Context: an optimization exercise on an open-source flow, tuned for small area and a short achievable clock period. The choices shown serve that exercise and are no tape-out recipe. Function was not checked in any run shown here: the RTL went through the layout flow alone. No activity file was given, so power comes from the tool's default toggle rates.

==> flow/design.v <==
module FlexiPacketEngine(
input clk,
input resetn,
input validIn,
input [31:0] dataIn,
input lastIn,
output reg validOut,
output reg [31:0] dataOut,
output reg lastOut
);
localparam DEPTH = 100;                
reg [32*DEPTH-1:0] line;               
reg [6:0]  cnt;                        
reg [6:0]  rem;                        
reg [15:0] seq;
reg        st_hdr, st_pay, st_rep1, st_rep2, st_ftr;
reg [99:1] sel;                        
wire rx       = ~(st_hdr | st_pay | st_rep1 | st_rep2 | st_ftr);
wire pay_next = st_hdr | (st_pay & (rem != 7'd1));
always @(posedge clk)
	line <= {line[32*DEPTH-33:0], dataIn};
integer j;
always @(*) begin
	for (j = 1; j <= 99; j = j + 1)
		sel[j] = (cnt == j) & st_pay;
end
wire [32*33-1:0] grp_n;                
genvar g, b;
generate
	for (g = 0; g < 33; g = g + 1) begin : grp
		for (b = 0; b < 32; b = b + 1) begin : bt
			FlexiPacketEngine_aoi222 u (
				.a1(sel[3*g+1]), .a2(line[32*(3*g+1)+b]),
				.b1(sel[3*g+2]), .b2(line[32*(3*g+2)+b]),
				.c1(sel[3*g+3]), .c2(line[32*(3*g+3)+b]),
				.y(grp_n[32*g+b]));
		end
	end
endgenerate
reg [31:0] tap;
integer k;
always @(*) begin
	tap = 32'h0;
	for (k = 0; k < 33; k = k + 1)
		tap = tap | ~grp_n[32*k +: 32];
end
always @(posedge clk or negedge resetn) begin
	if (!resetn) begin
		cnt      <= 7'd0;
		rem      <= 7'd0;
		seq      <= 16'h0001;
		st_hdr   <= 1'b0;
		st_pay   <= 1'b0;
		st_rep1  <= 1'b0;
		st_rep2  <= 1'b0;
		st_ftr   <= 1'b0;
		validOut <= 1'b0;
		lastOut  <= 1'b0;
		dataOut  <= 32'h0;
	end else begin
		if (rx)
			cnt <= validIn ? cnt + 7'd1 : 7'd0;
		if (st_hdr)
			rem <= cnt;
		else if (st_pay)
			rem <= rem - 7'd1;
		if (st_ftr)
			seq <= seq + 16'h0001;
		st_hdr   <= rx & validIn & lastIn;
		st_pay   <= pay_next;
		st_rep1  <= st_pay & (rem == 7'd1);
		st_rep2  <= st_rep1;
		st_ftr   <= st_rep2;
		validOut <= ~rx;
		lastOut  <= st_ftr;
		dataOut  <= ({32{st_hdr}} & {seq, 9'b0, cnt})
		          | ({32{st_pay}} & tap)
		          | ({32{st_rep1 | st_rep2}} & dataOut)
		          | {32{st_ftr}};
	end
end
endmodule
module FlexiPacketEngine_aoi222(
input a1, input a2, input b1, input b2, input c1, input c2,
output y
);
assign y = ~((a1 & a2) | (b1 & b2) | (c1 & c2));
endmodule
==> flow/run.sh <==
#!/bin/bash
# synth_recipe.tcl (not shown) runs the flow's synth.tcl, then flattens the netlist and writes it again
# the make line also repeats each setting of config.mk as NAME=value (left out here)
make -C /OpenROAD-flow-scripts/flow DESIGN_CONFIG=/design/flow/config.mk WORK_HOME=/design/flow/orfs CLKGATE_MAP_FILE= SYNTH_SCRIPT=/design/flow/synth_recipe.tcl finish
==> flow/config.mk <==
export PLATFORM = sky130hd
export DESIGN_NAME = FlexiPacketEngine
export DESIGN_NICKNAME = FlexiPacketEngine
export VERILOG_FILES = /design/flow/design.v
export SDC_FILE = /design/flow/constraint.sdc
export NUM_CORES = 4
export LEC_CHECK = 0
export CAP_MARGIN = 20
export CORE_MARGIN = 2
export CORE_UTILIZATION = 55
export CTS_BUF_LIST = sky130_fd_sc_hd__clkbuf_16
export CTS_CLUSTER_DIAMETER = 50
export CTS_CLUSTER_SIZE = 24
export PLACE_DENSITY = 0.65
export SLEW_MARGIN = 20
export SYNTH_HIERARCHICAL = 1
export SYNTH_MINIMUM_KEEP_SIZE = 0
==> flow/constraint.sdc <==
create_clock -name core_clock -period 7.0 [get_ports {clk}]
set_input_delay 1.4000 -clock core_clock [delete_from_list [all_inputs] [get_ports {clk}]]
set_output_delay 1.4000 -clock core_clock [all_outputs]
set_load 0.01 [all_outputs]
==> results of run 1 <==
-- routing by layer --
layer	up-vias	GRT usage, %	part of all wire (%)
met1	24900	46.8	45
met4	4	6.82	2.0
met2	2924	40.8	41
li1	21300	-	-
met5	-	0	0.012
met3	263	7.84	12
-- cell families after synthesis --
kind of cell / after synthesis / synth area share (%)
adder cells (fa/ha/maj): 7 / 0.109
AO/OA/AOI/OAI: 1133 / 13.8
multiplexers: 2 / 0.0280
AND/OR/NAND/NOR: 574 / 3.97
flip-flops: 3269 / 81.7
XOR/XNOR: 21 / 0.228
buffers and inverters: 42 / 0.213
-- synthesized netlist by cell type, types with 3 or more instances --
library cell,count
nor2_1,105
buf_1,3
inv_1,7
ha_1,7
a222oi_1,1056
and3_1,13
nand2_1,59
buf_2,11
dfrtp_1,68
xor2_1,10
dfxtp_1,3200
a221oi_1,23
o21ai_0,37
nand4_1,230
nor4_1,20
nor3_1,26
a221o_1,9
or4_1,46
xnor2_1,11
clkbuf_1,20
nand3_1,55
o31ai_1,4
nand3b_1,4
nor2b_1,3
-- power by group --
part           leakage [nW]  switching [mW]  internal [mW]  total (mW)
sequential             27.3           0.418           19.2        19.6
combinational          4.32           0.824          0.404        1.23
clock                  3.14            6.43           5.68        12.1
total                  34.8            7.67           25.3        32.9
-- Yosys stat by module, one instance, submodules excluded --
module / flip-flops and latches / area (µm²) / cells
FlexiPacketEngine: 3269 / 70000 / 3992
FlexiPacketEngine_aoi222: 0 / 10.0 / 1
-- worst max path at each step --
stage	start	end	slack, ns	cells past startpoint
after floorplan	cnt[6]	dataOut[16]	4.00	10
after global placement	cnt[4]	dataOut[13]	2.67	8
after detailed placement	cnt[4]	dataOut[13]	2.68	8
after CTS	cnt[4]	dataOut[13]	2.65	8
after global routing	cnt[4]	dataOut[13]	2.41	8
final	cnt[4]	dataOut[13]	2.42	8
-- critical path, stage by stage (launching register included) --
cell	delay, ns
dfrtp_1	0.53
nand3b_1	0.87
nor2_2	0.31
buf_4	0.34
a222oi_1	0.65
nand4_1	0.24
nor4_1	0.94
nand3_1	0.22
a221o_1	0.35
-- final cells by class --
class                      count  area [µm²]  area share [%]
timing repair buffer         175        1480            1.63
tap                         1917        2400            2.64
multi-input combinational   1737       14900            16.3
antenna                        5        12.5          0.0138
clock inverter               149        1620            1.79
sequential                  3269       65800            72.3
inverter                       8        30.0          0.0330
clock buffer                 191        4780            5.25
-- state kept, by name, summed over array words and instances (netlist names) --
register  count
rem           7
st_hdr        1
st_pay        1
dataOut      32
st_ftr        1
validOut      1
seq          16
lastOut       1
st_rep2       1
st_rep1       1
line       3200
cnt           7
-- metrics by stage --
step	cell area, µm²	util, %	power (mW)	setup WS (ns)	hold slack (ns)
6_report	91000	62.5	32.9	2.42	0.308
3_3_place_gp	84600	58.1	21.2	2.67	0.311
5_1_grt	91000	62.5	33.9	2.41	0.306
2_1_floorplan	80600	-	20.4	4.00	0.310
3_5_place_dp	84600	58.1	21.2	2.68	0.312
4_1_cts	91000	62.5	33.0	2.65	0.314
==> results.yml, run 1 <==
global_routing:
  antenna_found_initial: 16
  gr-total-overflow: 0
  grt_pass1_wl_mm: 329
  grt_max_degree: 57
  first_global_vias: 45400
  track_usage_pct: 29.8
synth:
  syn-cell-area_um2: 80600
  synth-edff-count: 0
  synth_fp_nets: 5091
  synth.distinct_cells: 40
  yosysWarningCount: 7
  synth_area_leaders: "dfxtp_1 (80%), a222oi_1 (13%), dfrtp_1 (2.1%), nand4_1 (1.8%), nor2_1 (0.49%)"
  synthArstFlopShare_pct: 2.11
  yosys.area.top_type: "dfxtp_1"
  syn_avg_cell_area_um2: 16.0
  synth_seq_cells: 3269
  synth_cells: 5048
  post-synth-top-area-fraction_pct: 79.5
  seq_area_frac_synth_pct: 81.7
  yosys_most_used_dff: "dfxtp_1"
routing:
  routed_wl_mm: 230
  drt-initial-drc-count: 10500
  vias: 49300
  final_antenna_net_count: 0
  avgRoutedWirePerCell_um: 30.9
  drc_errors: 0
  vias_per_cell: 6.62
  drtPass1Iterations: 13
final_layout:
  mostFrequentLayoutCells: "dfxtp_1 (3200), a222oi_1 (1056), nand4_1 (230)"
  n_fill_cell: 10800
  final_common_cell: "dfxtp_1"
  layout.nets: 5422
  finalNonFillerCells: 7451
  drive_gt1_share_pct: 9.66
  area_growth_pct: 12.9
cts:
  cts_tree: "yes"
  clock-root-buffer: "clkbuf_16"
  ctsHoldBuffers: 0
  cts_made_buffers: 188
  htree_levels: 4
  clkSinkCount: 3269
  clkLatencyLatePin_ns: 0.86
  cts_resized: 0
  postCtsSetupBuffers: 0
  clock_path_buffers: 3
  clk_pin_slew_ns: 0.09
placement:
  place_hpwl_mm: 151
  port_buffers: 69
  numPlacedInstances: 7106
  gp_congestion: 0.904
worst_setup_path:
  r2r_slack_ns: 2.42
  r2r_end: "dataOut[13]"
  path_max_fanout: 22
  arrival_ns: 5.32
  worstReg2RegStart: "cnt[4]"
  path_class: "reg -> reg"
  cp-start-kind: "register"
  r2r_cells: 8
  end_kind: "register"
  crit_required_ns: 7.73
floorplan:
  io_pins: 70
  core_area_um2: 146000
  die_w_um: 387
  initial_core_util_pct: 55.3
  row_count: 140
  dieArea_um2: 150000
  die_y_um: 387
run:
  cap_violations: 0
hold_path:
  whs_path_depth: 0
  hold_path_class: "reg -> reg"
  min_from: "line[31]"
  min_to: "line[63]"
timing:
  hold_violations: 0
  tightest_slew_ns: 1.21
  setup_viol: 0
  post-route-period-util_pct: 65.5
  fmax_ghz: 0.218
  drv_slew: 0
  finalCriticalPeriod_ns: 4.58
  rsz0062_at_grt: "no"
  fin_skew_ns: 0.0383
  slew_headroom_pct: 19.5
  fin_tns_setup_ns: 0
pwr:
  leakage_nw: 34.8
  ir_worst_vdd_uv: 292
  power_density_nw_per_um2: 362
status:
  status: "timing/DRC/antenna clean"
==> run 2: changes to the inputs <==
--- a/flow/config.mk
+++ b/flow/config.mk
@@ -12,6 +12,7 @@
 export CTS_CLUSTER_DIAMETER = 50
 export CTS_CLUSTER_SIZE = 24
 export PLACE_DENSITY = 0.65
+export SETUP_SLACK_MARGIN = 4.3
 export SLEW_MARGIN = 20
 export SYNTH_HIERARCHICAL = 1
 export SYNTH_MINIMUM_KEEP_SIZE = 0
==> run 2 against run 1 <==
  * Still clean
  * Power up 1.7%
  * First-iteration DRC count up 3.8%
  * Setup slack better by 0.85 ns
  * Count of clock-buffer cells in the layout up 4
  * Largest cell class unchanged
  * Largest power group unchanged
  * Highest routed layer unchanged
==> results.yml, run 2 <==
status:
  status: "timing/DRC/antenna clean"
synth:
  synth-edff-count: 0
  seq_area_frac_synth_pct: 81.7
  yosysWarningCount: 7
  synth_cells: 5048
  synth_seq_cells: 3269
  yosys.area.top_type: "dfxtp_1"
  synth_area_leaders: "dfxtp_1 (80%), a222oi_1 (13%), dfrtp_1 (2.1%), nand4_1 (1.8%), nor2_1 (0.49%)"
  syn_avg_cell_area_um2: 16.0
  synth.distinct_cells: 40
  synthArstFlopShare_pct: 2.11
  synthTopCellsByCount: "dfxtp_1 (3200), a222oi_1 (1056), nand4_1 (230)"
  post-synth-top-area-fraction_pct: 79.5
  yosys_most_used_dff: "dfxtp_1"
  yosysMostFrequentCell: "dfxtp_1"
  syn-cell-area_um2: 80600
  synth_fp_nets: 5091
pwr:
  internal-power_mw: 25.7
  power.share.switching_pct: 23.3
  power_density_nw_per_um2: 359
  ir_worst_vdd_uv: 272
  leakage_nw: 35.8
  p_switching_mw: 7.81
  seqPwrFrac_pct: 58.4
  power_frac_comb_pct: 5.2
  p_clk_share_pct: 36.3
  p_total_mw: 33.5
routing:
  avgRoutedWirePerCell_um: 30.7
  vias: 50000
  routed-wl-met3_mm: 29.9
  drc_errors: 0
  wl_met1_mm: 100
  drt-initial-drc-count: 10900
  wl_met2_mm: 96.1
  vias_per_cell: 6.60
  final_antenna_net_count: 0
  drtPass1Iterations: 11
  routed_wl_mm: 232
  top_layer: "met5"
cts:
  clock_path_buffers: 3
  clkSinkCount: 3269
  clk_pin_slew_ns: 0.09
  clkLatencyLatePin_ns: 0.83
  clock-root-buffer: "clkbuf_16"
  cts_made_buffers: 188
  htree_levels: 4
  cts_tree: "yes"
worst_setup_path:
  crit_required_ns: 7.72
  crit_path_max_incr_delay_ns: 0.99
  arrival_ns: 4.45
  path_max_fanout: 32
  slowest_stage: "a222oi_1"
  crit_chain: "nand3b_1, buf_12, nor2_2, buf_12, a222oi_1, nand4_1, nor4_4, nand3_1, a221o_1"
  cp-start-kind: "register"
  path_common_cell: "buf_12"
  path_class: "reg -> reg"
  end_kind: "register"
global_routing:
  grt_pass1_wl_mm: 329
  antenna_found_initial: 20
  gr-total-overflow: 0
  grt_max_degree: 61
  first_global_vias: 46400
  track_usage_pct: 29.9
timing:
  tightest_slew_ns: 1.33
  timing.hold.ws_ns: 0.327
  fmax_ghz: 0.268
  rsz0062_at_grt: "yes"
  finalCriticalPeriod_ns: 3.74
  hold_violations: 0
  setup_viol: 0
  fin_tns_setup_ns: 0
  drv_slew: 0
  slew_headroom_pct: 11.2
  post-route-period-util_pct: 53.4
  fin_skew_ns: 0.0304
placement:
  port_buffers: 69
  gp_congestion: 0.962
  place_hpwl_mm: 153
  numPlacedInstances: 7113
final_layout:
  layout.nets: 5550
  top_register: "line"
  drive_gt1_share_pct: 14.4
  mostFrequentLayoutCells: "dfxtp_1 (3200), a222oi_1 (1056), nand4_1 (230)"
  largest_reg_flops: 3200
  n_fill_cell: 10500
  area_growth_pct: 15.8
  finalNonFillerCells: 7570
  top_regs: "line x3200, dataOut x32, seq x16"
  final_common_cell: "dfxtp_1"
floorplan:
  die_y_um: 387
  initial_core_util_pct: 55.3
  io_pins: 70
  dieArea_um2: 150000
  row_count: 140
  core_area_um2: 146000
  die_w_um: 387
run:
  cap_violations: 0
hold_path:
  hold_path_class: "reg -> reg"
run 2: changes by cell type in the layout (fill, tap and decap cells not counted), moves of 18 or more:
cell / before / now
or4_4: 0 / 33
buf_6: 0 / 70
dfrtp_2: 1 / 30
or4_1: 46 / 13
buf_4: 107 / 151
dfrtp_1: 67 / 37
clkdlybuf4s50_1: 68 / 35
nor3_1: 26 / 3
buf_12: 0 / 18
run 2: modules after synthesis (local to each module, per instance):
module | flip-flops and latches | cell area (µm²) | copies in the design | cells
FlexiPacketEngine | 3269 | 70000 | 1 | 3992
FlexiPacketEngine_aoi222 | 0 | 10.0 | 1056 | 1
run 2: power groups by stage:
stage               Clock [mW]  Sequential [mW]  Combinational, mW
floorplan                    0             19.8              0.594
global route              13.0             19.6               1.79
finish                    12.2             19.6               1.75
global placement             0             20.0               1.15
CTS                       12.3             19.6               1.53
detailed placement           0             20.0               1.17
run 2: routing by layer:
metal / global-route usage [%] / vias up
li1: - / 21600
met4: 7.44 / 12
met2: 42.1 / 2981
met3: 8.24 / 367
met5: 0 / -
met1: 45.3 / 25100
run 2: per-stage QoR:
step	instance area, µm²	setup WS (ns)	utilization, %
floorplan	80800	4.34	-
global placement	84600	2.31	58.1
detailed placement	84700	2.55	58.2
CTS	92800	3.49	63.7
global route	93300	3.15	64.1
finish	93300	3.26	64.1
run 2: cell type report:
cell class | instances | area [µm²] | area share (%)
flip-flops and latches | 3269 | 65800 | 70.5
multi-input cells | 1737 | 15600 | 16.7
clock buffers | 195 | 4880 | 5.23
repair buffers | 303 | 3080 | 3.30
well taps | 1917 | 2400 | 2.57
clock inverters | 137 | 1490 | 1.60
inverters | 8 | 35.0 | 0.0375
diodes | 4 | 10.0 | 0.0107
run 2: worst max-delay path, delay by kind of cell, from the launching register on:
family | cells | cell delay (ns)
flops | 1 | 0.45
simple gates | 5 | 1.44
buf+inv | 2 | 0.38
compound gates | 2 | 1.31
run 2: cells by family (layout without fill, tap and decap cells):
logic type               after synthesis  after routing  synth area share [%]
flip-flops                          3269           3269                  81.7
multiplexers                           2              2                0.0280
AO/OA/AOI/OAI                       1133           1133                  13.8
buffers and inverters                 42            643                 0.213
AND/OR/NAND/NOR                      574            574                  3.97
XOR/XNOR                              21             21                 0.228
adder cells (fa/ha/maj)                7              7                 0.109
other                                  0              4                     0
run 2: path summary, 6_finish.rpt:
| path | start | endpoint | slack (ns) | cells after the start |
|---|---|---|---|---|
| min | line[14] | line[46] | 0.33 | 0 |
| min reg2reg | line[14] | line[46] | 0.33 | 0 |
| min in group asynchronous | resetn | dataOut[9] | 0.42 | 1 |
| max in group asynchronous | resetn | st_ftr | 5.20 | 2 |
| max | cnt[5] | dataOut[14] | 3.26 | 9 |
| max reg2reg | cnt[5] | dataOut[14] | 3.26 | 9 |
run 2: repair_timing:
action                     CTS  global route
hold buffers                 0             0
setup endpoints to repair   67            66
pin swaps                  143           149
gates cloned                 6             3
setup buffers               83            26
gates resized for setup    388            66
==> run 3: changes to the inputs <==
--- a/flow/design.v
+++ b/flow/design.v
@@ -20,9 +20,9 @@
 always @(posedge clk)
 	line <= {line[32*DEPTH-33:0], dataIn};
 integer j;
-always @(*) begin
+always @(posedge clk) begin
 	for (j = 1; j <= 99; j = j + 1)
-		sel[j] = (cnt == j) & st_pay;
+		sel[j] <= (cnt == j) & pay_next;
 end
 wire [32*33-1:0] grp_n;                
 genvar g, b;
--- a/flow/config.mk
+++ b/flow/config.mk
@@ -12,7 +12,7 @@
 export CTS_CLUSTER_DIAMETER = 50
 export CTS_CLUSTER_SIZE = 24
 export PLACE_DENSITY = 0.65
-export SETUP_SLACK_MARGIN = 4.3
+export SETUP_SLACK_MARGIN = 3.0
 export SLEW_MARGIN = 20
 export SYNTH_HIERARCHICAL = 1
 export SYNTH_MINIMUM_KEEP_SIZE = 0
==> run 3 against run 2 <==
  * Die area rose by 2.6%
  * Clock skew barely moved
  * Combinational power fell by 14%
  * Critical endpoint is now dataOut[20]
  * Global-route usage fell by 0.63 points
  * Highest routed layer unchanged
  * Count of clock-buffer cells in the layout rose by 1
  * Flip-flop and latch count rose by 99
  * Sequential power rose by 3%
  * Synthesized area rose by 2.7%
  * Wire length fell by 1.3%
  * Critical path depth fell by 3
  * Synthesized cell count rose by 2.2%
==> results.yml, run 3 <==
worst_setup_path:
  cp-start-kind: "register"
  crit_required_ns: 7.68
  r2r_cells: 6
  path_class: "reg -> reg"
  r2r_end: "dataOut[20]"
  arrival_ns: 4.35
  worstReg2RegStart: "sel[46]"
  r2r_slack_ns: 3.34
  end_kind: "register"
  path_max_fanout: 26
synth:
  yosysMostFrequentCell: "dfxtp_1"
  post-synth-top-area-fraction_pct: 79.9
  synth_seq_cells: 3368
  synthArstFlopShare_pct: 2.05
  synth_fp_nets: 5204
  synth-edff-count: 0
  synth.distinct_cells: 46
  yosys.area.top_type: "dfxtp_1"
  yosysWarningCount: 7
  seq_area_frac_synth_pct: 81.9
  syn-cell-area_um2: 82700
  syn_avg_cell_area_um2: 16.0
  synth_cells: 5161
  synthTopCellsByCount: "dfxtp_1 (3299), a222oi_1 (1056), nand4_1 (228)"
  yosys_most_used_dff: "dfxtp_1"
  synth_area_leaders: "dfxtp_1 (80%), a222oi_1 (13%), dfrtp_1 (2.1%), nand4_1 (1.7%), or4_1 (0.42%)"
timing:
  fmax_ghz: 0.273
  hold_violations: 0
  timing.hold.ws_ns: 0.330
  fin_tns_setup_ns: 0
  layout_setup_ws_ns: 3.34
  setup_viol: 0
  rsz0062_at_grt: "no"
  post-route-period-util_pct: 52.3
  slew_headroom_pct: 19.5
  finalCriticalPeriod_ns: 3.66
  drv_slew: 0
  fin_skew_ns: 0.0303
  tightest_slew_ns: 1.20
cts:
  clkLatencyLatePin_ns: 0.84
  clock_path_buffers: 3
  clkSinkCount: 3368
  htree_levels: 4
  postCtsSetupBuffers: 0
  clk_pin_slew_ns: 0.08
  cts_tree: "yes"
  ctsHoldBuffers: 0
  cts_resized: 0
  clock-root-buffer: "clkbuf_16"
  cts_made_buffers: 193
floorplan:
  core_area_um2: 150000
  row_count: 142
  io_pins: 70
  dieArea_um2: 153000
  die_y_um: 392
  die_w_um: 392
  initial_core_util_pct: 55.3
routing:
  drc_errors: 0
  drt-initial-drc-count: 10600
  vias_per_cell: 6.52
  avgRoutedWirePerCell_um: 29.9
  final_antenna_net_count: 0
  vias: 50100
  routed_wl_mm: 229
  drtPass1Iterations: 13
hold_path:
  min_from: "line[10]"
  whs_path_depth: 0
  hold_path_class: "reg -> reg"
  min_to: "line[42]"
pwr:
  power.share.switching_pct: 23.5
  p_total_mw: 34.0
  power_frac_comb_pct: 4.4
  leakage_nw: 35.7
  seqPwrFrac_pct: 59.2
  p_switching_mw: 8.01
  p_clk_share_pct: 36.3
  power_density_nw_per_um2: 365
  ir_worst_vdd_uv: 272
  internal-power_mw: 26.0
final_layout:
  mostFrequentLayoutCells: "dfxtp_1 (3299), a222oi_1 (1056), nand4_1 (228)"
  drive_gt1_share_pct: 8.08
  largest_reg_flops: 3200
  area_growth_pct: 12.6
  final_common_cell: "dfxtp_1"
  top_register: "line"
  top_regs: "line x3200, sel x99, dataOut x32"
  layout.nets: 5552
global_routing:
  gr-total-overflow: 0
  first_global_vias: 46800
  track_usage_pct: 29.2
  antenna_found_initial: 27
  grt_max_degree: 54
  grt_pass1_wl_mm: 328
placement:
  port_buffers: 69
  place_hpwl_mm: 153
  gp_congestion: 0.922
  dp_slack_ns: 3.66
run:
  cap_violations: 0
status:
  status: "timing/DRC/antenna clean"
-- run 3: logic make-up after synthesis --
kind of cell / Yosys count / synth area share, %
DFF: 3368 / 81.9
AOI/OAI and AO/OA: 1135 / 13.5
and+or+nand+nor: 583 / 3.92
buffers and inverters: 44 / 0.286
xor gates and xnor gates: 21 / 0.222
adders and majority gates: 7 / 0.106
muxes: 3 / 0.0393
-- run 3: final cells by class --
class                   instances  area, µm²
flip-flops and latches       3368      67800
fillers                     11200      56500
multi-input cells            1749      14700
clock buffers                 196       4900
well taps                    2016       2520
clock inverters               147       1590
repair buffers                187       1570
inverters                      10       37.5
diodes                          9       22.5
-- run 3: critical path, stage by stage, from the launching register on --
cell      delay, ns
dfxtp_1        0.39
buf_4          0.27
a222oi_1       0.77
nand4_1        0.27
or4_1          0.75
nor3_1         0.89
o21ai_0        0.16
-- run 3: power by group through the flow --
| stage | clock network (mW) | logic (mW) | registers, mW |
|---|---|---|---|
| 3_5_place_dp | 0 | 1.45 | 20.6 |
| 3_3_place_gp | 0 | 1.43 | 20.6 |
| 5_1_grt | 13.3 | 1.55 | 20.2 |
| 4_1_cts | 12.5 | 1.45 | 20.1 |
| 2_1_floorplan | 0 | 0.687 | 20.5 |
| 6_report | 12.4 | 1.51 | 20.2 |
-- run 3: modules after synthesis (local to each module, per instance) --
module / copies in the design / cell area, µm² / flops+latches
FlexiPacketEngine: 1 / 72100 / 3368
FlexiPacketEngine_aoi222: 1056 / 10.0 / 0
-- run 3: worst max path at each step --
stage	cells after the start	from	slack, ns	endpoint
after floorplan	5	sel[97]	5.10	dataOut[0]
after global placement	6	sel[46]	3.44	dataOut[6]
after detailed placement	6	sel[46]	3.66	dataOut[20]
after CTS	1	dataOut[17]	3.61	dataOut[17]
after global routing	6	sel[46]	3.53	dataOut[20]
final	6	sel[46]	3.34	dataOut[20]
-- run 3: layer usage --
layer	GRT usage [%]	wire, µm
met1	44.5	100000
met2	40.8	94000
met5	0	55
met4	7.03	5470
met3	8.55	29600
-- run 3: per-stage QoR --
stage,cell area [µm²],cells,util [%]
after CTS,93100,7669,62.2
after detailed placement,86600,7326,57.9
after global routing,93100,7673,62.2
final,93100,7682,62.3
after floorplan,82700,5161,-
after global placement,86600,7325,57.9
==> run 4: changes to the inputs <==
--- a/flow/config.mk
+++ b/flow/config.mk
@@ -12,7 +12,7 @@
 export CTS_CLUSTER_DIAMETER = 50
 export CTS_CLUSTER_SIZE = 24
 export PLACE_DENSITY = 0.65
-export SETUP_SLACK_MARGIN = 3.0
+export SETUP_SLACK_MARGIN = 4.0
 export SLEW_MARGIN = 20
 export SYNTH_HIERARCHICAL = 1
 export SYNTH_MINIMUM_KEEP_SIZE = 0
==> run 4 against run 3 <==
  * Still clean on timing, DRC and antenna
  * Global-route usage about the same
  * Clock skew decreased by 0.00054 ns
  * Register-to-register slack improved by 0.54 ns
  * Power increased by 0.16%
  * Cell area increased by 0.19%
  * Sequential share of layout area decreased by 0.13 points
  * Synthesized cell count unchanged
  * Setup slack improved by 0.54 ns
  * Fmax increased by 17%
  * Die area unchanged
  * Via count decreased by 0.21%
  * Hold slack about the same
  * Critical path type unchanged
  * Critical endpoint is now dataOut[12]
  * Largest cell class unchanged
==> results.yml, run 4 <==
synth:
  synthArstFlopShare_pct: 2.05
  synth.distinct_cells: 46
  synth_seq_cells: 3368
  synth_fp_nets: 5204
  seq_area_frac_synth_pct: 81.9
  synth_cells: 5161
  syn-cell-area_um2: 82700
  yosys.area.top_type: "dfxtp_1"
  yosysWarningCount: 7
  post-synth-top-area-fraction_pct: 79.9
  synth-edff-count: 0
  synth_area_leaders: "dfxtp_1 (80%), a222oi_1 (13%), dfrtp_1 (2.1%), nand4_1 (1.7%), or4_1 (0.42%)"
  synthTopCellsByCount: "dfxtp_1 (3299), a222oi_1 (1056), nand4_1 (228)"
  syn_avg_cell_area_um2: 16.0
  yosys_most_used_dff: "dfxtp_1"
  yosysMostFrequentCell: "dfxtp_1"
global_routing:
  gr-total-overflow: 0
  antenna_found_initial: 26
  grt_pass1_wl_mm: 328
  track_usage_pct: 29.3
  grt_max_degree: 54
  first_global_vias: 46800
routing:
  vias_per_cell: 6.50
  routed_wl_mm: 229
  drtPass1Iterations: 13
  vias: 50000
  avgRoutedWirePerCell_um: 29.8
  final_antenna_net_count: 0
  drt-initial-drc-count: 10400
  drc_errors: 0
floorplan:
  core_area_um2: 150000
  dieArea_um2: 153000
  initial_core_util_pct: 55.3
  die_w_um: 392
  io_pins: 70
  row_count: 142
  die_y_um: 392
placement:
  place_hpwl_mm: 153
  gp_congestion: 0.922
  port_buffers: 69
  numPlacedInstances: 7326
  dp_slack_ns: 3.66
worst_setup_path:
  worstReg2RegStart: "sel[74]"
  end_kind: "register"
  r2r_slack_ns: 3.87
  path_class: "reg -> reg"
  slowest_stage: "nor4_1"
  r2r_cells: 6
  path_max_fanout: 23
  crit_required_ns: 7.73
  cp-start-kind: "register"
  crit_chain: "buf_4, a222oi_1, nand4_1, nor4_1, nand3_1, a221o_1"
  crit_path_max_incr_delay_ns: 0.84
  r2r_end: "dataOut[12]"
  arrival_ns: 3.86
pwr:
  power_frac_comb_pct: 4.6
  power_density_nw_per_um2: 365
  leakage_nw: 35.9
  internal-power_mw: 26.0
  power.share.switching_pct: 23.6
  p_total_mw: 34.1
  seqPwrFrac_pct: 59.1
  p_switching_mw: 8.04
  p_clk_share_pct: 36.3
  ir_worst_vdd_uv: 270
timing:
  tightest_slew_ns: 1.11
  slew_headroom_pct: 25.9
  post-route-period-util_pct: 44.7
  finalCriticalPeriod_ns: 3.13
  setup_viol: 0
  layout_setup_ws_ns: 3.87
  hold_violations: 0
  fmax_ghz: 0.320
  fin_tns_setup_ns: 0
  fin_skew_ns: 0.0297
  drv_slew: 0
  rsz0062_at_grt: "no"
final_layout:
  layout.nets: 5559
  finalNonFillerCells: 7692
  drive_gt1_share_pct: 8.85
  top_register: "line"
  n_fill_cell: 11200
  area_growth_pct: 12.8
  final_common_cell: "dfxtp_1"
  top_regs: "line x3200, sel x99, dataOut x32"
  largest_reg_flops: 3200
  mostFrequentLayoutCells: "dfxtp_1 (3299), a222oi_1 (1056), nand4_1 (228)"
cts:
  cts_made_buffers: 193
  cts_tree: "yes"
  ctsHoldBuffers: 0
  clock-root-buffer: "clkbuf_16"
  clock_path_buffers: 3
  clkLatencyLatePin_ns: 0.84
  clk_pin_slew_ns: 0.09
  htree_levels: 4
  clkSinkCount: 3368
hold_path:
  min_to: "line[42]"
  min_from: "line[10]"
  hold_path_class: "reg -> reg"
  whs_path_depth: 0
run:
  cap_violations: 0
status:
  status: "timing/DRC/antenna clean"
==> run 4: layout make-up <==
cell class | count | area, µm² | share of cell area, %
Antenna cell | 12 | 30.0 | 0.0322
Clock buffer | 196 | 4900 | 5.26
Clock inverter | 147 | 1590 | 1.70
Inverter | 10 | 37.5 | 0.0402
Multi-Input combinational cell | 1749 | 14900 | 15.9
Sequential cell | 3368 | 67800 | 72.6
Tap cell | 2016 | 2520 | 2.70
Timing Repair Buffer | 194 | 1590 | 1.70
==> run 4: repair_timing <==
item	in CTS	in global routing
pin swaps	3	11
resized for setup	80	16
endpoints found under the setup margin	45	15
setup buffers	7	1
cloned	0	0
==> run 4: critical path: cells and delay by family, from the launching register on <==
kind / cells / cell delay, ns
flops: 1 / 0.42
simple gates: 3 / 1.26
compound gates: 2 / 1.02
buf+inv: 1 / 0.28
==> run 4: how the worst max path moves through the flow <==
stage,start,end,slack (ns),depth (start not counted)
after CTS,dataOut[17],dataOut[17],3.93,1
after global routing,dataOut[14],dataOut[14],4.00,1
after global placement,sel[46],dataOut[6],3.44,6
final,sel[74],dataOut[12],3.87,6
after floorplan,sel[97],dataOut[0],5.10,5
after detailed placement,sel[46],dataOut[20],3.66,6
==> run 4: per-module statistics from Yosys, one instance, submodules excluded <==
| module | cells | flip-flops and latches |
|---|---|---|
| FlexiPacketEngine | 4105 | 3368 |
| FlexiPacketEngine_aoi222 | 1 | 0 |
==> run 4: cell families (layout without fill, tap and decap cells) <==
group	after synthesis	after routing	share of synthesized area (%)
AO/OA/AOI/OAI	1135	1135	13.5
flip-flops	3368	3368	81.9
AND/OR/NAND/NOR	583	583	3.92
adder cells (fa/ha/maj)	7	7	0.106
XOR/XNOR	21	21	0.222
multiplexers	3	3	0.0393
other	0	12	0
buffers and inverters	44	547	0.286
==> run 4: metal layers <==
metal	part of all wire, %	vias up	GRT usage [%]
met5	0.025	-	0
met4	2.2	8	7.13
met3	13	274	8.57
met2	41	2789	40.8
met1	44	25200	44.5
li1	-	21700	-
==> run 4: metrics by stage <==
step	hold WS, ns	cell area [µm²]	utilization [%]
floorplan	0.310	82700	-
finish	0.330	93300	62.4
detailed placement	0.312	86600	57.9
global placement	0.312	86600	57.9
CTS	0.331	93200	62.3
global route	0.331	93300	62.4
==> run 4: power groups by stage <==
| stage | Combinational (mW) | Sequential [mW] | Clock (mW) |
|---|---|---|---|
| CTS | 1.47 | 20.1 | 12.5 |
| finish | 1.56 | 20.2 | 12.4 |
| detailed placement | 1.45 | 20.6 | 0 |
| floorplan | 0.687 | 20.5 | 0 |
| global placement | 1.43 | 20.6 | 0 |
| global route | 1.60 | 20.2 | 13.3 |
==> run 5: changes to the inputs <==
--- a/flow/design.v
+++ b/flow/design.v
@@ -24,25 +24,11 @@
 	for (j = 1; j <= 99; j = j + 1)
 		sel[j] <= (cnt == j) & pay_next;
 end
-wire [32*33-1:0] grp_n;                
-genvar g, b;
-generate
-	for (g = 0; g < 33; g = g + 1) begin : grp
-		for (b = 0; b < 32; b = b + 1) begin : bt
-			FlexiPacketEngine_aoi222 u (
-				.a1(sel[3*g+1]), .a2(line[32*(3*g+1)+b]),
-				.b1(sel[3*g+2]), .b2(line[32*(3*g+2)+b]),
-				.c1(sel[3*g+3]), .c2(line[32*(3*g+3)+b]),
-				.y(grp_n[32*g+b]));
-		end
-	end
-endgenerate
 reg [31:0] tap;
-integer k;
 always @(*) begin
 	tap = 32'h0;
-	for (k = 0; k < 33; k = k + 1)
-		tap = tap | ~grp_n[32*k +: 32];
+	for (j = 1; j <= 99; j = j + 1)
+		tap = tap | ({32{sel[j]}} & line[32*(j+1)-1 -: 32]);
 end
 always @(posedge clk or negedge resetn) begin
 	if (!resetn) begin
@@ -80,9 +66,3 @@
 	end
 end
 endmodule
-module FlexiPacketEngine_aoi222(
-input a1, input a2, input b1, input b2, input c1, input c2,
-output y
-);
-assign y = ~((a1 & a2) | (b1 & b2) | (c1 & c2));
-endmodule
==> flow/config.mk (replaced) <==
export PLATFORM = sky130hd
export DESIGN_NAME = FlexiPacketEngine
export DESIGN_NICKNAME = FlexiPacketEngine
export VERILOG_FILES = /design/flow/design.v
export SDC_FILE = /design/flow/constraint.sdc
export NUM_CORES = 4
export LEC_CHECK = 0
export CAP_MARGIN = 20
export CORE_MARGIN = 2
export CORE_UTILIZATION = 20
export PLACE_DENSITY = 0.4
export SLEW_MARGIN = 20
==> run 5 against run 4 <==
  * Cell count increased by 59%
  * Still clean
  * Power rose by 21%
  * Register-to-register slack gained 0.23 ns
  * Non-clock buffer count is 21 lower
  * Sequential power up 2%
==> results.yml, run 5 <==
worst_setup_path:
  arrival_ns: 2.24
  path_class: "reg -> out"
  crit_family: "flip-flops"
  crit_buf_inv: 1
  end_kind: "output port"
  crit_chain: "clkdlybuf4s50_1"
  crit_required_ns: 5.60
  path_max_fanout: 2
  crit_path_start: "dataOut[31]"
  cp-start-kind: "register"
  crit_path_max_incr_delay_ns: 0.67
  slowest_stage: "dfrtp_1"
  worstReg2RegStart: "st_ftr"
synth:
  post-synth-top-area-fraction_pct: 76.6
  syn-cell-area_um2: 86300
  synthTopCellsByCount: "dfxtp_1 (3299), a22oi_1 (783), a221oi_1 (397), a22o_1 (397), nand4_1 (277)"
  synth_xor_area_share_pct: 0.213
  synth_seq_cells: 3368
  synth_area_leaders: "dfxtp_1 (77%), a22oi_1 (6.8%), a221oi_1 (4.0%), a22o_1 (4.0%), nand4_1 (2.0%)"
  yosysMostFrequentCell: "dfxtp_1"
  syn_avg_cell_area_um2: 14.3
  synthAdderAreaFrac_pct: 0.102
  yosys_most_used_dff: "dfxtp_1"
  synth-edff-count: 0
  yosysWarningCount: 1
  synthArstFlopShare_pct: 2.05
  yosys.area.top_type: "dfxtp_1"
  synth_compound_area_share_pct: 15.6
  synth.distinct_cells: 42
  seq_area_frac_synth_pct: 78.6
  synthSimpleGateAreaFrac_pct: 3.96
  synth_top_family_by_area: "compound AO/OA/AOI/OAI gates"
  synth_fp_nets: 6084
  synth_cells: 6041
  synth_mux_area_share_pct: 0.0377
final_layout:
  final_common_cell: "dfxtp_1"
  largest_reg_flops: 3200
  mostFrequentLayoutCells: "dfxtp_1 (3200), a22oi_1 (783), a22o_1 (397), a221oi_1 (397), clkbuf_16 (355)"
  top_regs: "line x3200, sel x99, dataOut x32"
  top_register: "line"
  area_growth_pct: 22.8
  layout.nets: 6279
  drive_gt1_share_pct: 11.7
cts:
  clkSinkCount: 3368
  clock-root-buffer: "clkbuf_16"
  cts_made_buffers: 346
  clk_pin_slew_ns: 0.06
  postCtsSetupBuffers: 0
  ctsHoldBuffers: 0
  clkLatencyLatePin_ns: 0.95
  clock_path_buffers: 4
  htree_levels: 5
  cts_tree: "yes"
  cts_resized: 0
global_routing:
  grt_max_degree: 50
  gr-total-overflow: 0
  first_global_vias: 58200
  antenna_found_initial: 37
  grt_pass1_wl_mm: 561
  track_usage_pct: 19.1
timing:
  fin_skew_ns: 0.0604
  fin_tns_setup_ns: 0
  rsz0062_at_grt: "no"
  finalCriticalPeriod_ns: 3.64
  setup_viol: 0
  post-route-period-util_pct: 52.0
  slew_headroom_pct: 14.2
  drv_slew: 0
  hold_violations: 0
  tightest_slew_ns: 1.29
  fmax_ghz: 0.275
floorplan:
  dieArea_um2: 437000
  row_count: 241
  die_y_um: 661
  core_area_um2: 430000
  io_pins: 70
  die_w_um: 661
  initial_core_util_pct: 20.0
placement:
  gp_congestion: 0.890
  port_buffers: 69
  place_hpwl_mm: 257
routing:
  routed_wl_mm: 433
  drtPass1Iterations: 6
  drt-initial-drc-count: 8599
  vias: 58700
  vias_per_cell: 4.80
  final_antenna_net_count: 0
  drc_errors: 0
  avgRoutedWirePerCell_um: 35.4
pwr:
  ir_worst_vdd_uv: 215
  leakage_nw: 39.2
  p_total_mw: 41.3
  power_density_nw_per_um2: 390
hold_path:
  min_from: "line[27]"
  hold_path_class: "reg -> reg"
run:
  cap_violations: 0
status:
  status: "timing/DRC/antenna clean"
[run 5: cell count changes after synthesis, sizes merged, moves of 30 or more]
cell / before / now
a222oi: 1056 / 9
or4: 46 / 0
buf: 18 / 69
a22oi: 0 / 783
nand2: 79 / 29
clkbuf: 16 / 257
a22o: 0 / 397
nor4: 22 / 58
a21oi: 2 / 41
nor2: 83 / 132
a31oi: 2 / 32
a221oi: 23 / 397
nor3: 52 / 22
nand4: 228 / 277
[run 5: final timing paths]
path,endpoint,slack [ns],depth (start not counted)
min in group asynchronous,dataOut[10],0.45,1
max,dataOut[31],3.36,1
max reg2reg,cnt[4],4.10,6
max in group asynchronous,st_hdr,5.18,2
min reg2reg,line[59],0.32,0
min,line[59],0.32,0
[run 5: cell families after synthesis]
logic type / count (synthesis)
adders and majority gates: 7
muxes: 3
and+or+nand+nor: 624
xor gates and xnor gates: 21
AOI/OAI and AO/OA: 1684
DFF: 3368
buffers and inverters: 334
[run 5: area by class of cell]
cell class	instances	area (µm²)
fillers	44400	324000
flip-flops and latches	3368	68100
multi-input cells	2339	17200
clock buffers	499	10200
well taps	5710	7140
clock inverters	121	1690
repair buffers	173	1470
diodes	21	52.6
inverters	8	30.0
[run 5: report_power, final]
group          total (mW)  switching, mW  internal [mW]  leakage, nW
clock                19.3           7.98           11.3         5.81
sequential           20.6          0.775           19.8         28.2
combinational        1.50          0.967          0.537         5.20
total                41.3           9.72           31.6         39.2
[run 5: per-stage QoR]
step | hold WS [ns] | cell area (µm²) | setup slack (ns) | utilization (%) | std cells
detailed placement | 0.312 | 94000 | 4.18 | 21.8 | 11600
finish | 0.318 | 106000 | 3.36 | 24.6 | 12200
floorplan | 0.310 | 86300 | 5.14 | - | 6041
CTS | 0.321 | 106000 | 3.32 | 24.6 | 12200
global route | 0.320 | 106000 | 3.32 | 24.6 | 12200
global placement | 0.316 | 94000 | 4.15 | 21.8 | 11600
[run 5: layer usage]
layer,global-route usage [%],routed length (µm),vias up
met5,0,10,-
met4,9.56,25700,2
met3,3.81,37200,1113
met2,30.4,193000,4004
met1,24.6,177000,30300
li1,-,-,23300
==> run 6: changes to the inputs <==
--- a/flow/config.mk
+++ b/flow/config.mk
@@ -7,6 +7,6 @@
 export LEC_CHECK = 0
 export CAP_MARGIN = 20
 export CORE_MARGIN = 2
-export CORE_UTILIZATION = 20
-export PLACE_DENSITY = 0.4
+export CORE_UTILIZATION = 60
+export PLACE_DENSITY = 0.7
 export SLEW_MARGIN = 20
==> run 6 against run 5 <==
  * Non-clock buffer count shrank 58
  * Die area shrank 66%
  * Wire length shrank 19%
  * Synthesized cell count is the same
  * Sequential power is essentially flat
  * Hold slack lost 0.0043 ns
  * Setup slack gained 0.082 ns
  * Register-to-register slack lost 0.11 ns
  * Critical endpoint unchanged
  * Power shrank 5.3%
  * Via count grew 5.4%
  * Combinational power shrank 6%
  * Flip-flop and latch count is the same
  * Still clean
==> results.yml, run 6 <==
worst_setup_path:
  crit_buf_inv: 1
  r2r_slack_ns: 3.99
  crit_family: "buffers and inverters"
  cp_num_cells: 1
  crit_path_end: "dataOut[31]"
  crit_required_ns: 5.60
  r2r_end: "cnt[5]"
  slowest_stage: "clkdlybuf4s50_1"
  end_kind: "output port"
  arrival_ns: 2.16
  r2r_cells: 6
  crit_path_max_incr_delay_ns: 0.63
  crit_path_start: "dataOut[31]"
  path_class: "reg -> out"
  worstReg2RegStart: "st_ftr"
  path_max_fanout: 2
  cp-start-kind: "register"
  crit_chain: "clkdlybuf4s50_1"
timing:
  slew_headroom_pct: 8.48
  setup_viol: 0
  tightest_slew_ns: 1.37
  hold_violations: 0
  post-route-period-util_pct: 50.9
  fmax_ghz: 0.281
  rsz0062_at_grt: "no"
  fin_tns_setup_ns: 0
  fin_skew_ns: 0.0438
  drv_slew: 0
  finalCriticalPeriod_ns: 3.56
synth:
  synthTopCellsByCount: "dfxtp_1 (3299), a22oi_1 (783), a221oi_1 (397), a22o_1 (397), nand4_1 (277)"
  synth_seq_cells: 3368
  syn-cell-area_um2: 86300
  synth_mux_area_share_pct: 0.0377
  synth_xor_area_share_pct: 0.213
  synth-edff-count: 0
  synth_compound_area_share_pct: 15.6
  yosys.area.top_type: "dfxtp_1"
  synth_area_leaders: "dfxtp_1 (77%), a22oi_1 (6.8%), a221oi_1 (4.0%), a22o_1 (4.0%), nand4_1 (2.0%)"
  synth.distinct_cells: 42
  syn_avg_cell_area_um2: 14.3
  synth_cells: 6041
  yosys_most_used_dff: "dfxtp_1"
  synth_top_family_by_area: "compound AO/OA/AOI/OAI gates"
  synthSimpleGateAreaFrac_pct: 3.96
  synth_fp_nets: 6084
  seq_area_frac_synth_pct: 78.6
  synthAdderAreaFrac_pct: 0.102
  post-synth-top-area-fraction_pct: 76.6
  yosysMostFrequentCell: "dfxtp_1"
  synthArstFlopShare_pct: 2.05
  yosysWarningCount: 1
status:
  status: "timing/DRC/antenna clean"
final_layout:
  finalNonFillerCells: 8342
  n_fill_cell: 9588
  area_growth_pct: 15.2
  multiInputGateArea_um2: 17200
  final_area_um2: 99400
  top_regs: "line x3200, sel x99, dataOut x32"
  drive_gt1_share_pct: 10.2
  top_register: "line"
  largest_reg_flops: 3200
  final_common_cell: "dfxtp_1"
  mostFrequentLayoutCells: "dfxtp_1 (3200), a22oi_1 (783), a22o_1 (397), a221oi_1 (397), clkbuf_16 (325)"
  final-seq-area_um2: 68100
  layout.nets: 6191
placement:
  gp_congestion: 0.969
  placed_area_um2: 88800
  place_hpwl_mm: 177
  numPlacedInstances: 7730
  port_buffers: 69
pwr:
  leakage_nw: 38.2
  power_density_nw_per_um2: 394
  p_total_mw: 39.1
  ir_worst_vdd_uv: 255
routing:
  final_antenna_net_count: 0
  routed_wl_mm: 351
  drc_errors: 0
  vias: 61900
  drt-initial-drc-count: 12300
  vias_per_cell: 7.42
  drtPass1Iterations: 12
  avgRoutedWirePerCell_um: 42.0
cts:
  cts_tree: "yes"
  ctsHoldBuffers: 0
  clock-root-buffer: "clkbuf_16"
  clock_path_buffers: 4
  clk_pin_slew_ns: 0.07
  cts_resized: 0
  clkLatencyLatePin_ns: 0.96
  cts_made_buffers: 316
  postCtsSetupBuffers: 0
  htree_levels: 5
  clkSinkCount: 3368
hold_path:
  whs_path_depth: 0
  min_from: "line[1888]"
  hold_path_class: "reg -> reg"
global_routing:
  track_usage_pct: 46.7
  antenna_found_initial: 21
  gr-total-overflow: 0
  first_global_vias: 58600
  grt_pass1_wl_mm: 465
  grt_max_degree: 51
floorplan:
  initial_core_util_pct: 60.3
  die_w_um: 383
  die_y_um: 383
  core_area_um2: 143000
  io_pins: 70
  row_count: 139
  dieArea_um2: 147000
run:
  cap_violations: 0
[run 6: cell count changes in the layout (fill, tap and decap cells not counted), sizes merged]
cell / previous run / this run
buf: 105 / 47
bufinv: 31 / 24
clkbuf: 499 / 444
clkinv: 61 / 69
clkinvlp: 7 / 11
diode: 21 / 54
inv: 30 / 15
[run 6: layout make-up]
type                            instances  share of cell area (%)
Timing Repair Buffer                  115                    1.10
Sequential cell                      3368                    68.6
Clock inverter                        111                    1.22
Inverter                                8                  0.0302
Antenna cell                           54                   0.136
Clock buffer                          444                    9.23
Tap cell                             1903                    2.40
Multi-Input combinational cell       2339                    17.3
[run 6: routing by layer]
layer	part of all wire, %	global-route usage, %	vias to the layer above
met2	40	62.1	6918
li1	-	-	23100
met1	35	59.9	30000
met5	0.033	0.992	-
met4	7.6	31.1	10
met3	18	22.2	1826
[run 6: through the flow]
step                      utilization (%)  setup WS, ns  hold WS (ns)
after floorplan                         -          5.14         0.310
after global placement               62.0          4.19         0.310
after detailed placement             62.0          4.21         0.313
after CTS                            69.3          3.47         0.325
after global routing                 69.3          3.41         0.318
final                                69.4          3.44         0.314
[run 6: logic make-up (layout without fill, tap and decap cells)]
group | Yosys count | after routing
AO/OA/AOI/OAI | 1684 | 1684
XOR/XNOR | 21 | 21
adder cells (fa/ha/maj) | 7 | 7
buffers and inverters | 334 | 678
flip-flops | 3368 | 3368
multiplexers | 3 | 3
other | 0 | 54
AND/OR/NAND/NOR | 624 | 624
[run 6: power by group]
part | switching (mW) | total (mW) | internal (mW)
clock network | 7.24 | 17.3 | 10.0
registers | 0.682 | 20.5 | 19.8
logic | 0.875 | 1.41 | 0.535
[run 6: worst min path at each step]
| stage | end | slack, ns |
|---|---|---|
| 3_3_place_gp | line[40] | 0.31 |
| 2_1_floorplan | line[32] | 0.31 |
| 3_5_place_dp | line[52] | 0.31 |
| 5_1_grt | line[3136] | 0.32 |
| 6_report | line[1920] | 0.31 |
| 4_1_cts | line[59] | 0.32 |
==> run 7: changes to the inputs <==
==> flow/design.v (replaced) <==
module FlexiPacketEngine(
input clk,
input resetn,
input validIn,
input [31:0] dataIn,
input lastIn,
output reg validOut,
output reg [31:0] dataOut,
output reg lastOut
);
localparam DEPTH = 99;                 
reg [32*DEPTH-1:0] line;               
reg [6:0]  cnt;                        
reg [6:0]  rem;                        
reg [15:0] seq;
reg        st_hdr, st_pay, st_rep1, st_rep2, st_ftr;
reg [31:0] part0, part1;               
reg [7:0]  cnt_hi;                     
reg [15:0] cnt_lo;                     
wire rx       = ~(st_hdr | st_pay | st_rep1 | st_rep2 | st_ftr);
always @(posedge clk)
	line <= {line[32*DEPTH-33:0], dataIn};
reg [99:1] sel;
integer j;
always @(*) begin
	for (j = 1; j <= 99; j = j + 1)
		sel[j] = cnt_hi[j >> 4] & cnt_lo[j & 15];
end
wire [32*33-1:0] grp_n;                
genvar g, b;
generate
	for (g = 0; g < 33; g = g + 1) begin : grp
		for (b = 0; b < 32; b = b + 1) begin : bt
			FlexiPacketEngine_aoi222 u (
				.a1(sel[3*g+1]), .a2(line[32*(3*g)+b]),
				.b1(sel[3*g+2]), .b2(line[32*(3*g+1)+b]),
				.c1(sel[3*g+3]), .c2(line[32*(3*g+2)+b]),
				.y(grp_n[32*g+b]));
		end
	end
endgenerate
reg [31:0] or0, or1;
integer k;
always @(*) begin
	or0 = 32'h0;
	or1 = 32'h0;
	for (k = 0; k < 17; k = k + 1)
		or0 = or0 | ~grp_n[32*k +: 32];
	for (k = 17; k < 33; k = k + 1)
		or1 = or1 | ~grp_n[32*k +: 32];
end
always @(posedge clk) begin
	part0 <= or0;
	part1 <= or1;
end
wire [31:0] tap = part0 | part1;
wire [6:0] cnt_next = rx ? (validIn ? cnt + 7'd1 : 7'd0) : cnt;
always @(posedge clk or negedge resetn) begin
	if (!resetn) begin
		cnt      <= 7'd0;
		cnt_hi   <= 8'd0;
		cnt_lo   <= 16'd0;
		rem      <= 7'd0;
		seq      <= 16'h0001;
		st_hdr   <= 1'b0;
		st_pay   <= 1'b0;
		st_rep1  <= 1'b0;
		st_rep2  <= 1'b0;
		st_ftr   <= 1'b0;
		validOut <= 1'b0;
		lastOut  <= 1'b0;
		dataOut  <= 32'h0;
	end else begin
		cnt      <= cnt_next;
		cnt_hi   <= 8'd1 << cnt_next[6:4];
		cnt_lo   <= 16'd1 << cnt_next[3:0];
		if (st_hdr)
			rem <= cnt;
		else if (st_pay)
			rem <= rem - 7'd1;
		if (st_ftr)
			seq <= seq + 16'h0001;
		st_hdr   <= rx & validIn & lastIn;
		st_pay   <= st_hdr | (st_pay & (rem != 7'd1));
		st_rep1  <= st_pay & (rem == 7'd1);
		st_rep2  <= st_rep1;
		st_ftr   <= st_rep2;
		validOut <= ~rx;
		lastOut  <= st_ftr;
		dataOut  <= ({32{st_hdr}} & {seq, 9'b0, cnt})
		          | ({32{st_pay}} & tap)
		          | ({32{st_rep1 | st_rep2}} & dataOut)
		          | {32{st_ftr}};
	end
end
endmodule
module FlexiPacketEngine_aoi222(
input a1, input a2, input b1, input b2, input c1, input c2,
output y
);
assign y = ~((a1 & a2) | (b1 & b2) | (c1 & c2));
endmodule
==> flow/flow/run.sh (new file) <==
#!/bin/bash
# Standard ORFS layout with three changes: ports buffered with buf_4 (not the
# delay buffer buffer_ports picks by default), timing repair free to change a
# cell's footprint, and clock tree synthesis without dummy loads.
set -euo pipefail
bash standard.sh \
  "BUFFER_PORTS_ARGS=-buffer_cell sky130_fd_sc_hd__buf_4" \
  "MATCH_CELL_FOOTPRINT=0" \
  "CTS_ARGS=-sink_clustering_enable -repair_clock_nets -dont_use_dummy_load -sink_clustering_size 32 -sink_clustering_max_diameter 60 -buf_list sky130_fd_sc_hd__clkbuf_16" \
  finish > standard_flow.log 2>&1
==> flow/standard.sh (new file) <==
#!/bin/bash
# synth_recipe.tcl (not shown) runs the flow's synth.tcl, then flattens the netlist and writes it again
# the make line also repeats each setting of config.mk as NAME=value (left out here)
make -C /OpenROAD-flow-scripts/flow DESIGN_CONFIG=/design/flow/config.mk WORK_HOME=/design/flow/orfs CLKGATE_MAP_FILE= SYNTH_SCRIPT=/design/flow/synth_recipe.tcl "${@:-finish}"
--- a/flow/config.mk
+++ b/flow/config.mk
@@ -7,6 +7,9 @@
 export LEC_CHECK = 0
 export CAP_MARGIN = 20
 export CORE_MARGIN = 2
-export CORE_UTILIZATION = 60
-export PLACE_DENSITY = 0.7
+export CORE_UTILIZATION = 55
+export PLACE_DENSITY = 0.65
+export SETUP_SLACK_MARGIN = 4.3
 export SLEW_MARGIN = 20
+export SYNTH_HIERARCHICAL = 1
+export SYNTH_MINIMUM_KEEP_SIZE = 0
removed: flow/run.sh
==> run 7 against run 6 <==
  * Still clean on timing, DRC and antenna
  * Synthesized area shrank 4.8%
  * Power shrank 21%
  * Register-to-register slack gained 0.21 ns
  * Largest power group unchanged
  * Cell area shrank 9.6%
  * Non-clock buffer count grew 67
  * Largest cell class unchanged
==> results.yml, run 7 <==
synth:
  synth_area_leaders: "dfxtp_1 (79%), a222oi_1 (13%), dfrtp_1 (2.8%), nand4_1 (2.0%), and2_1 (0.80%)"
  yosysMostFrequentCell: "dfxtp_1"
  synth-edff-count: 0
  syn-cell-area_um2: 82200
  synth_cells: 5141
  yosys.area.top_type: "dfxtp_1"
  synth_seq_cells: 3324
  synth.distinct_cells: 51
  synthArstFlopShare_pct: 2.77
  yosysWarningCount: 7
  syn_avg_cell_area_um2: 16.0
  seq_area_frac_synth_pct: 81.6
  synth_fp_nets: 5181
  yosys_most_used_dff: "dfxtp_1"
  post-synth-top-area-fraction_pct: 78.8
  synthTopCellsByCount: "dfxtp_1 (3232), a222oi_1 (1056), nand4_1 (259)"
placement:
  place_hpwl_mm: 125
  placed_area_um2: 85700
  port_buffers: 69
  gp_congestion: 0.848
timing:
  hold_violations: 0
  fin_skew_ns: 0.0673
  fmax_ghz: 0.348
  drv_slew: 0
  post-route-period-util_pct: 41.0
  rsz0062_at_grt: "yes"
  finalCriticalPeriod_ns: 2.87
  fin_tns_setup_ns: 0
  setup_viol: 0
  slew_headroom_pct: 40.4
  tightest_slew_ns: 0.893
worst_setup_path:
  crit_family: "flip-flops"
  worstReg2RegStart: "cnt_lo[1]"
  cp-start-kind: "register"
  cp_num_cells: 1
  arrival_ns: 1.47
  crit_chain: "buf_6"
  r2r_cells: 6
  path_max_fanout: 2
  crit_path_max_incr_delay_ns: 0.50
  slowest_stage: "dfrtp_2"
  r2r_slack_ns: 4.20
  end_kind: "output port"
  path_class: "reg -> out"
  crit_buf_inv: 1
  r2r_end: "part0[5]"
  crit_required_ns: 5.60
hold_path:
  hold_path_class: "reg -> reg"
  min_to: "line[1374]"
  min_from: "line[1342]"
  whs_path_depth: 0
floorplan:
  core_area_um2: 148000
  die_w_um: 390
  io_pins: 70
  dieArea_um2: 152000
  row_count: 141
  initial_core_util_pct: 55.5
  die_y_um: 390
routing:
  top_layer: "met5"
  final_antenna_net_count: 0
  avgRoutedWirePerCell_um: 28.3
  vias_per_cell: 6.54
  routed-wl-met3_mm: 20.4
  drt-initial-drc-count: 8737
  drc_errors: 0
  wl_met1_mm: 91.0
  wl_met2_mm: 92.2
  drtPass1Iterations: 9
  vias: 48200
  routed_wl_mm: 209
final_layout:
  final_area_um2: 89800
  drive_gt1_share_pct: 7.48
  top_register: "line"
  final_common_cell: "dfxtp_1"
  layout.nets: 5481
  area_growth_pct: 9.32
  largest_reg_flops: 3168
  mostFrequentLayoutCells: "dfxtp_1 (3232), a222oi_1 (1056), nand4_1 (259)"
global_routing:
  grt_max_degree: 77
  gr-total-overflow: 0
  first_global_vias: 46700
  track_usage_pct: 26.7
  grt_pass1_wl_mm: 306
  antenna_found_initial: 6
run:
  cap_violations: 0
cts:
  clock_path_buffers: 3
  clkLatencyLatePin_ns: 0.81
  ctsHoldBuffers: 0
  clkSinkCount: 3324
  cts_made_buffers: 144
  clk_pin_slew_ns: 0.11
  htree_levels: 4
  cts_tree: "yes"
  clock-root-buffer: "clkbuf_16"
pwr:
  ir_worst_vdd_uv: 234
  leakage_nw: 34.5
  power_density_nw_per_um2: 343
status:
  status: "timing/DRC/antenna clean"
==> run 7: cell count changes in the layout (fill, tap and decap cells not counted), moves of 117 or more <==
cell       change
a222oi_1    +1047
a22oi_1      -783
a221oi_1     -397
a22o_1       -397
clkbuf_16    -181
nor2_1       -117
==> run 7: where the power goes <==
part	switching (mW)	internal, mW	total, mW	leakage, nW
Clock	5.33	3.70	9.02	1.77
Sequential	0.590	19.6	20.2	27.9
Combinational	0.891	0.649	1.54	4.83
==> run 7: repair_timing <==
action,4_1_cts,5_1_grt
endpoints found under the setup margin,47,89
endpoints found under the hold margin,0,0
pin swaps,6,16
resized for setup,69,35
setup buffers,7,3
==> run 7: per-module statistics from Yosys (local to each module, per instance) <==
module,flops+latches,cells inside
FlexiPacketEngine,3324,4085
FlexiPacketEngine_aoi222,0,1
==> run 7: stage by stage <==
stage                     hold slack [ns]  util (%)  worst slack [ns]  total power [mW]  std cells
after floorplan                     0.330         -              4.40              21.0       5141
after global placement              0.331      57.9              3.99              21.9       7215
after detailed placement            0.335      57.9              3.92              21.9       7215
after CTS                           0.286      60.5              4.09              30.8       7366
after global routing                0.288      60.7              4.07              31.8       7369
final                               0.284      60.7              4.13              30.8       7370
==> run 7: area by class of cell <==
class | count | area [µm²]
diodes | 1 | 2.50
multi-input cells | 1776 | 15200
repair buffers | 182 | 1510
fillers | 11200 | 58200
inverters | 13 | 48.8
well taps | 1930 | 2410
clock buffers | 144 | 3600
flip-flops and latches | 3324 | 67000
==> run 7: worst max path at each step <==
stage,from,end,slack [ns]
finish,dataOut[22],dataOut[22],4.13
global route,dataOut[17],dataOut[17],4.07
CTS,dataOut[22],dataOut[22],4.09
detailed placement,cnt_hi[3],part0[5],3.92
global placement,cnt_hi[3],part0[5],3.99
floorplan,validIn,cnt_hi[3],4.40
==> run 7: worst reg2reg max path, delay by kind of cell, from the launching register on <==
| kind | cells | cell delay, ns |
|---|---|---|
| AOI/OAI and AO/OA | 1 | 0.83 |
| buffers and inverters | 1 | 0.29 |
| DFF | 1 | 0.50 |
| and+or+nand+nor | 4 | 1.08 |
==> run 7: layer usage <==
| layer | global-route usage [%] | vias up |
|---|---|---|
| met4 | 6.65 | 4 |
| met5 | 0 | - |
| met2 | 41.1 | 2145 |
| met3 | 5.32 | 343 |
| li1 | - | 21300 |
| met1 | 38.8 | 24400 |
==> run 7: kinds of logic (layout without fill, tap and decap cells) <==
kind of cell | after synthesis | after routing | synth area share [%]
AO/OA/AOI/OAI | 1135 | 1135 | 13.5
other | 0 | 1 | 0
adder cells (fa/ha/maj) | 4 | 4 | 0.0609
multiplexers | 4 | 4 | 0.0518
XOR/XNOR | 24 | 24 | 0.256
AND/OR/NAND/NOR | 609 | 609 | 4.40
flip-flops | 3324 | 3324 | 81.6
buffers and inverters | 41 | 339 | 0.206

[re-timing with driven ports]
How much do the figures lean on ideal ports? The routed layouts below were timed once more, with nothing changed but the port constraints.
Step 1 (the two cells are an assumption about what drives the block):
set clk [get_ports {clk}]
set_driving_cell -lib_cell sky130_fd_sc_hd__clkbuf_16 $clk
set_driving_cell -lib_cell sky130_fd_sc_hd__buf_2 [delete_from_list [all_inputs] $clk]
Step 2 also shifts input and output timing later by t, the mid clock arrival at the registers, as if the neighbouring blocks saw the same clock.
Three values: ideal, step 1, step 2; two values: the first two.
run	shift t [ns]	setup slack, ns	worst register clock-pin slew, ns
run 1	0.917	2.415 / 2.415 / 2.415	0.10 / 0.10
run 2	0.892	3.263 / 3.263 / 3.263	0.09 / 0.09
run 3	0.905	3.336 / 3.336 / 3.336	0.09 / 0.09
run 4	0.905	3.871 / 3.871 / 3.871	0.09 / 0.09
run 5	1.008	3.358 / 3.268 / 4.003	0.07 / 0.07
run 6	1.010	3.440 / 3.359 / 3.986	0.07 / 0.07
run 7	0.859	4.128 / 4.045 / 3.873	0.11 / 0.11
After both steps every run listed still meets setup and hold. The setup slack of run 7, which loses most, moves by -0.083 ns with the drivers and by -0.255 ns with both steps.
